This design comes from an exercise in tuning for small area on the open sky130 flow, not from production work. Function was checked by simulation only, so behaviour that the tests miss may differ from the original.

violet:
// Multi_line
module Multi_line(
input clk ,
input rstn,
  input   [127:0]M_AXIS_MM2S_0_tdata,
  input   M_AXIS_MM2S_0_tvalid,
  input [4:0] MemRDcount,
  input        SampleValid,
  input [63:0] Sampledata,
  input        CalcOn,
  output[31:0] OutSumr,
  output[31:0] OutSumi
    );
Size: ~9100 cells after synthesis, about 1400 flip-flops, about 270 I/O pins.
clock: 10.0 ns
lec_check: 0
abc_area: 1
cap_margin: 20
core_margin: 2
core_utilization: 65
cts_buf_list: sky130_fd_sc_hd__clkbuf_8
slew_margin: 20
run.sh (not shown) runs the stock make flow with config.mk's settings and CLKGATE_MAP_FILE= SYNTH_SCRIPT=/design/flow/synth_recipe.tcl, a recipe that flattens the netlist after the stock synthesis.
Changes in quartz relative to violet:
# violet
export LEC_CHECK = 0
export ABC_AREA = 1
export CAP_MARGIN = 20
export CORE_MARGIN = 2
export CORE_UTILIZATION = 65
export CTS_BUF_LIST = sky130_fd_sc_hd__clkbuf_8
export SLEW_MARGIN = 20
create_clock -name core_clock -period 10.0 [get_ports {clk}]
# quartz
export LEC_CHECK = 0
export CAP_MARGIN = 20
export CORE_MARGIN = 2
export CORE_UTILIZATION = 40
export SLEW_MARGIN = 20
create_clock -name core_clock -period 10.0 [get_ports {clk}]
==> flow/flow/run.sh (new file) <==
#!/bin/bash
# Own flow: the standard layout (standard.sh), except that the synthesis maps
# the combinational logic with an area-oriented ABC script (flow/abc_area.script)
# instead of ORFS's delay-oriented one. Registers, FA extraction and every later
# step are ORFS's own.
set -euo pipefail
W=$(pwd)
rm -rf "$W/scripts_area"
cp -r "$FLOW_HOME/scripts" "$W/scripts_area"
cp "$W/flow/abc_area.script" "$W/scripts_area/abc_speed.script"
bash standard.sh SCRIPTS_DIR="$W/scripts_area" synth > "$W/flow_synth.log" 2>&1
bash standard.sh finish > "$W/flow_finish.log" 2>&1
==> flow/flow/abc_area.script (new file) <==
strash
dch
amap
==> flow/standard.sh (new file) <==
#!/bin/bash
# synth_recipe.tcl (not shown) runs the flow's synth.tcl, then flattens the netlist and writes it again
# the make line also repeats each setting of config.mk as NAME=value (left out here)
make -C /OpenROAD-flow-scripts/flow DESIGN_CONFIG=/design/flow/config.mk WORK_HOME=/design/flow/orfs CLKGATE_MAP_FILE= SYNTH_SCRIPT=/design/flow/synth_recipe.tcl "${@:-finish}"
removed: flow/run.sh
## What came out
Clock insertion delay at the later pin of the skew report: violet and quartz compared, lower one is quartz
Diff violet and quartz: critical path buffer and inverter count lower in violet
Run comparison: quartz largest family of logic cells by synthesized area compound AO/OA/AOI/OAI gates; violet largest family of logic cells by synthesized area adder cells
For placement row count, dividing the value from quartz by the value from violet gives 1.2.
As of quartz, wire length had risen by a few percent compared to violet.
Path length in cells of the critical path is lower on violet
Final period utilization came out higher on quartz than on violet.
Compared with violet, quartz shows a higher adder and majority gate portion of the synthesized area.
Per the comparison of quartz with violet, cell count saw an increase, total count of max-transition violations in the final report ~0 delta, wire length of the first global-routing pass increased by about 5.6% relative to the old numbers.

* * *

Setup of run 1:
Another version of the RTL of Multi_line (not shown whole).
For scale: ~6300 cells after synthesis, about 1400 flip-flops, ~270 I/O pins, roughly 76000 um^2 of cells after synthesis.
==> flow/config.mk <==
export PLATFORM = sky130hd
export DESIGN_NAME = Multi_line
export DESIGN_NICKNAME = Multi_line
export VERILOG_FILES = /design/flow/design.v
export SDC_FILE = /design/flow/constraint.sdc
export NUM_CORES = 4
export LEC_CHECK = 0
export CAP_MARGIN = 10
export CORE_MARGIN = 2
export CORE_UTILIZATION = 60
export PLACE_DENSITY_LB_ADDON = 0.2
export SLEW_MARGIN = 10
==> flow/constraint.sdc <==
create_clock -name core_clock -period 10.0 [get_ports {clk}]
set_input_delay 2.0000 -clock core_clock [delete_from_list [all_inputs] [get_ports {clk}]]
set_output_delay 2.0000 -clock core_clock [all_outputs]
set_load 0.01 [all_outputs]
standard.sh (not shown) runs the stock make flow with config.mk's settings and CLKGATE_MAP_FILE= SYNTH_SCRIPT=/design/flow/synth_recipe.tcl, a recipe that flattens the netlist after the stock synthesis.
==> flow/flow/run.sh <==
#!/bin/bash
# Own flow: the standard layout (standard.sh) with these changes:
#  - synthesis maps the combinational logic with an area-oriented ABC script
#    (flow/abc_area.script) instead of ORFS's delay-oriented one;
#  - after Yosys extracts full adders, flow/fa_polarity.py flips adders (a full
#    adder is self-dual) so that fewer inverters are left between them;
#  - adders ($lcu) use Yosys's Sklansky prefix map instead of Kogge-Stone;
#  - ports are buffered with buf_1, and CTS uses clkbuf_4 buffers and no
#    dummy loads.
# Registers (dfflibmap) and every other step are ORFS's own.
set -euo pipefail
W=$(pwd)
rm -rf "$W/scripts_area"
cp -r "$FLOW_HOME/scripts" "$W/scripts_area"
cp "$W/flow/abc_area.script" "$W/scripts_area/abc_speed.script"
python3 "$W/flow/patch_synth.py" "$W/scripts_area/synth.tcl" "$W/flow/fa_polarity.py"
bash standard.sh SCRIPTS_DIR="$W/scripts_area" \
  "SYNTH_OPERATIONS_ARGS=-extra-map +/choices/sklansky.v" synth > "$W/flow_synth.log" 2>&1
bash standard.sh \
  "BUFFER_PORTS_ARGS=-buffer_cell sky130_fd_sc_hd__buf_1" \
  "CTS_ARGS=-sink_clustering_enable -repair_clock_nets -dont_use_dummy_load -buf_list sky130_fd_sc_hd__clkbuf_4" \
  finish > "$W/flow_finish.log" 2>&1
==> flow/flow/abc_area.script <==
strash
dch
amap
strash
dch
amap
strash
dch
amap
Other scripts of this flow, unchanged in this note and not shown: flow/flow/fa_polarity.py, flow/flow/patch_synth.py
Per the final summary, run 1 finished and its layout is clean on timing, DRC and antenna.
#### Input delta (run 2 over run 1)
==> flow/flow/abc_area.script <==
strash
dc2
dch
amap
==> comparison <==
- Between run 2 and run 1, the difference in area occupied by multi-input gates is negligible.
- Run 2 vs run 1: cell area up slightly
- Relative to run 1, the area after synthesis of run 2 is lower by 1.5%.
- Diff run 1 -> run 2 | number of cells traversed by the worst register-to-register path | increase of 10
- Across run 2 and run 1, a clean result was obtained everywhere but in run 2.
- Comparing minimum setup slack in the final design for run 2 and run 1, the bigger number came from run 1.
- Via count: run 2 vs run 1 up 4.6%
- Changes observed in run 2 relative to run 1: wire length of the first global-routing pass rose about 8%, part of the cycle the worst path needs increased 6.0 points.
- Run 2 reports a higher worst path arrival time than run 1 does.
The inputs of run 3 differ from those of run 2 as listed below.
==> flow/flow/abc_area.script <==
strash
dch
amap
strash
dch
amap
### Flow results
Run 3 closes out successfully: all stages finished, all timing, DRC and antenna checks passed.
Run 3 against run 2: wire length now sits lower, standard cell area after detailed placement now sits lower, clock-pin slew of the registers on the worst-case setup and hold paths now sits higher.
Inputs modified between run 3 and run 4:
==> flow/flow/abc_area.script <==
strash
dch
amap
[summary]
- [compare] base=run 3 new=run 4: count of plain and timing-repair buffers went up; count of hold buffers inserted by post-cts repair did not really move; count of buffer and inverter cells on the critical path went up; required arrival time at the worst endpoint went up.
- Run 4 finished all stages; the layout is clean.
- Going from run 3 to run 4, peak per-stage delay on the critical path climbed 0.02 ns, worst setup slack increased 0.18 ns.

* * *

Another version of the RTL of Multi_line (not shown whole).
Size in the first run: ~6500 cells after synthesis, about 270 I/O pins.
==> flow/config.mk <==
export PLATFORM = sky130hd
export DESIGN_NAME = Multi_line
export DESIGN_NICKNAME = Multi_line
export VERILOG_FILES = /design/flow/design.v
export SDC_FILE = /design/flow/constraint.sdc
export NUM_CORES = 4
export LEC_CHECK = 0
export CAP_MARGIN = 10
export CORE_MARGIN = 2
export CORE_UTILIZATION = 70
export PLACE_DENSITY_LB_ADDON = 0.2
export SLEW_MARGIN = 10
==> flow/constraint.sdc <==
create_clock -name core_clock -period 10.0 [get_ports {clk}]
set_input_delay 2.0000 -clock core_clock [delete_from_list [all_inputs] [get_ports {clk}]]
set_output_delay 2.0000 -clock core_clock [all_outputs]
set_load 0.01 [all_outputs]
==> flow/flow/abc_area.script <==
strash
dch
amap
Scripts as last shown in full above: flow/flow/run.sh
Other scripts of this flow, unchanged in this note and not shown: flow/flow/fa_polarity.py, flow/flow/patch_synth.py
==> next run, changes <==
==> flow/flow/abc_area.script (replaced) <==
strash
dc2
dc2
dch -f
amap
- CORE_UTILIZATION: 70 -> 60
Effect: The changed run completed, yet does not pass: setup timing; via count stays flat; maximum frequency drops by 9.6%; non-clock buffer count is higher by 408; worst hold slack is better by 29 ps; die area goes up by about 15%; routed wire length rises by about 1.8%; worst setup slack loses 1000 ps; utilization decreases by 7.4 points; design area rises by 4.0%; count of clock-buffer cells in the layout rose by 3.
==> next run, changes <==
==> flow/flow/abc_area.script (replaced) <==
strash
dch
amap
The new run finished with timing, DRC and antenna clean; die area goes up by 1.4%; wire length shrinks by 0.83%; clock-buffer cell count rose by 3.

* * *

== T ==
Multi_line with an RTL version that a note above also has.
For scale: ~1400 flip-flops, about 270 I/O pins, ~79000 um^2 of cells after synthesis.
==> flow/design.v (excerpt) <==
module Multi_line(
input clk ,
input rstn,
  input   [127:0]M_AXIS_MM2S_0_tdata,
  input   M_AXIS_MM2S_0_tvalid,
  input [4:0] MemRDcount,
  input        SampleValid,
  input [63:0] Sampledata,
  input        CalcOn,
  output[31:0] OutSumr,
  output[31:0] OutSumi
    );
reg [31:0] LineMEM [0:31];
reg [5:0] MemWRcount;
always @(posedge clk or negedge rstn)
	if (!rstn) MemWRcount <= 6'h00;
     else if (M_AXIS_MM2S_0_tvalid) MemWRcount <= MemWRcount + 1;
always @(posedge clk)
	if (M_AXIS_MM2S_0_tvalid && !MemWRcount[5]) LineMEM[MemWRcount[4:0]] <= M_AXIS_MM2S_0_tdata[31:0];
reg [49:0] Samp;
reg [31:0] Coef;
always @(posedge clk)
	Samp <= {Sampledata[56:32], Sampledata[24:0]};
always @(posedge clk or negedge rstn)
	if (!rstn) Coef <= 32'h00000000;
	else Coef <= LineMEM[MemRDcount];
wire [31:0] Mulr;
wire [31:0] Muli;
Compx_4_Mull Compx_4_Mull_inst(
.ar(Samp[24: 0]),
.ai(Samp[49:25]),
.br(Coef[15: 0]),
.bi(Coef[31:16]),
.pr(Mulr),
.pi(Muli)
);
reg [31:0] P2r, P2i;
always @(posedge clk) begin
	P2r <= Mulr; P2i <= Muli;
end
reg [31:0] P3r, P3i, P4r, P4i;
always @(posedge clk) begin
	P3r <= P2r; P3i <= P2i;
	P4r <= P3r; P4i <= P3i;
end
reg [31:0] Sumr;
reg [31:0] Sumi;
always @(posedge clk or negedge rstn)
    if (!rstn) begin
         Sumr <= 32'h00000000;
         Sumi <= 32'h00000000;
            end
     else if (!(SampleValid || CalcOn)) begin
         Sumr <= 32'h00000000;
         Sumi <= 32'h00000000;
            end
     else  begin
         Sumr <= Sumr + P4r;
         Sumi <= Sumi + P4i;
  ...
Settings: LEC_CHECK=0, CAP_MARGIN=10, CORE_MARGIN=2, CORE_UTILIZATION=60, PLACE_DENSITY_LB_ADDON=0.2, SLEW_MARGIN=10; clock period 10.0 ns.
Scripts as last shown in full above: flow/flow/run.sh
Other scripts of this flow, unchanged in this note and not shown: flow/flow/abc_area.script, flow/flow/fa_polarity.py, flow/flow/patch_synth.py
Both conditions hold for T: the flow ran to the end and the final layout passed the timing, design-rule and antenna checks.
### T -> R
- changing SLEW_MARGIN from 10 to 20
- changing CAP_MARGIN from 10 to 20
--- a/flow/flow/run.sh
+++ b/flow/flow/run.sh
@@ -7,3 +7,3 @@
 #  - adders ($lcu) use Yosys's Sklansky prefix map instead of Kogge-Stone;
-#  - ports are buffered with buf_1, and CTS uses clkbuf_4 buffers and no
+#  - ports are buffered with buf_1, and CTS uses small clock buffers and no
 #    dummy loads.
@@ -20,3 +20,3 @@
   "BUFFER_PORTS_ARGS=-buffer_cell sky130_fd_sc_hd__buf_1" \
-  "CTS_ARGS=-sink_clustering_enable -repair_clock_nets -dont_use_dummy_load -buf_list sky130_fd_sc_hd__clkbuf_4" \
+  "CTS_ARGS=-sink_clustering_enable -repair_clock_nets -dont_use_dummy_load -buf_list {sky130_fd_sc_hd__clkbuf_4 sky130_fd_sc_hd__clkbuf_8}" \
   finish > "$W/flow_finish.log" 2>&1
==> summary.txt <==
Diff T -> R: gate count of the mapped netlist neither gained nor lost much; proportion of final cell area spent on non-clock buffers stayed essentially flat; relative area of clock buffers and inverters in the final design now larger; vertical die dimension comparable.

static timing again, ports no longer ideal:
The results above use ideal ports. As a check the final layouts listed here were re-extracted and re-timed, cells and wires unchanged. Step 1, drivers: a clkbuf_16 drives clk and a buf_2 each remaining input, both assumed. Step 2 adds t to the input delays and takes it off the output delays; t is the mean of the earliest and latest rising clock arrival at the registers after step 1. Input paths then give back, and output paths get back, about the clock's delay inside the block. Three values: ideal ports, drivers, drivers and shift; two values: the first two.
run | t, ns | slack for setup (ns) | hold WS [ns] | clock arrival spread, ns | pins driven straight from the clock port
violet | 1.040 | 2.214 / 2.214 / 2.214 | 0.216 / 0.216 / 0.216 | 0.140 / 0.141 | 1
quartz | 0.885 | 1.409 / 1.409 / 1.409 | 0.307 / 0.307 / 0.307 | 0.046 / 0.047 | 1
run 1 | 1.275 | 0.431 / 0.431 / -0.166 | 0.269 / 0.269 / 0.269 | 0.137 / 0.136 | 1
run 2 | 1.331 | -0.165 / -0.165 / -0.165 | 0.252 / 0.252 / 0.252 | 0.180 / 0.181 | 1
run 3 | 1.278 | 0.500 / 0.500 / -0.052 | 0.243 / 0.243 / 0.243 | 0.185 / 0.185 | 1
run 4 | 1.251 | 0.676 / 0.676 / -0.317 | 0.271 / 0.271 / 0.271 | 0.143 / 0.143 | 1
the first run of note 3 | 1.345 | 0.538 / 0.538 / 0.538 | 0.234 / 0.234 / 0.234 | 0.202 / 0.203 | 1
the second run of note 3 | 1.287 | -0.472 / -0.472 / -0.472 | 0.263 / 0.263 / 0.263 | 0.184 / 0.184 | 1
the third run of note 3 | 1.340 | 0.702 / 0.702 / 0.702 | 0.263 / 0.263 / 0.263 | 0.178 / 0.178 | 1
T | 1.325 | 1.221 / 1.221 / 1.221 | 0.273 / 0.273 / 0.273 | 0.178 / 0.178 | 1
R | 0.982 | 1.372 / 1.372 / 1.372 | 0.305 / 0.305 / 0.305 | 0.171 / 0.172 | 1
With both steps, setup timing fails in run 1, run 3 and run 4, where it was met with ideal ports. The setup slack of run 4, which loses most, moves by 0.000 ns with the drivers and by -0.993 ns with both steps.
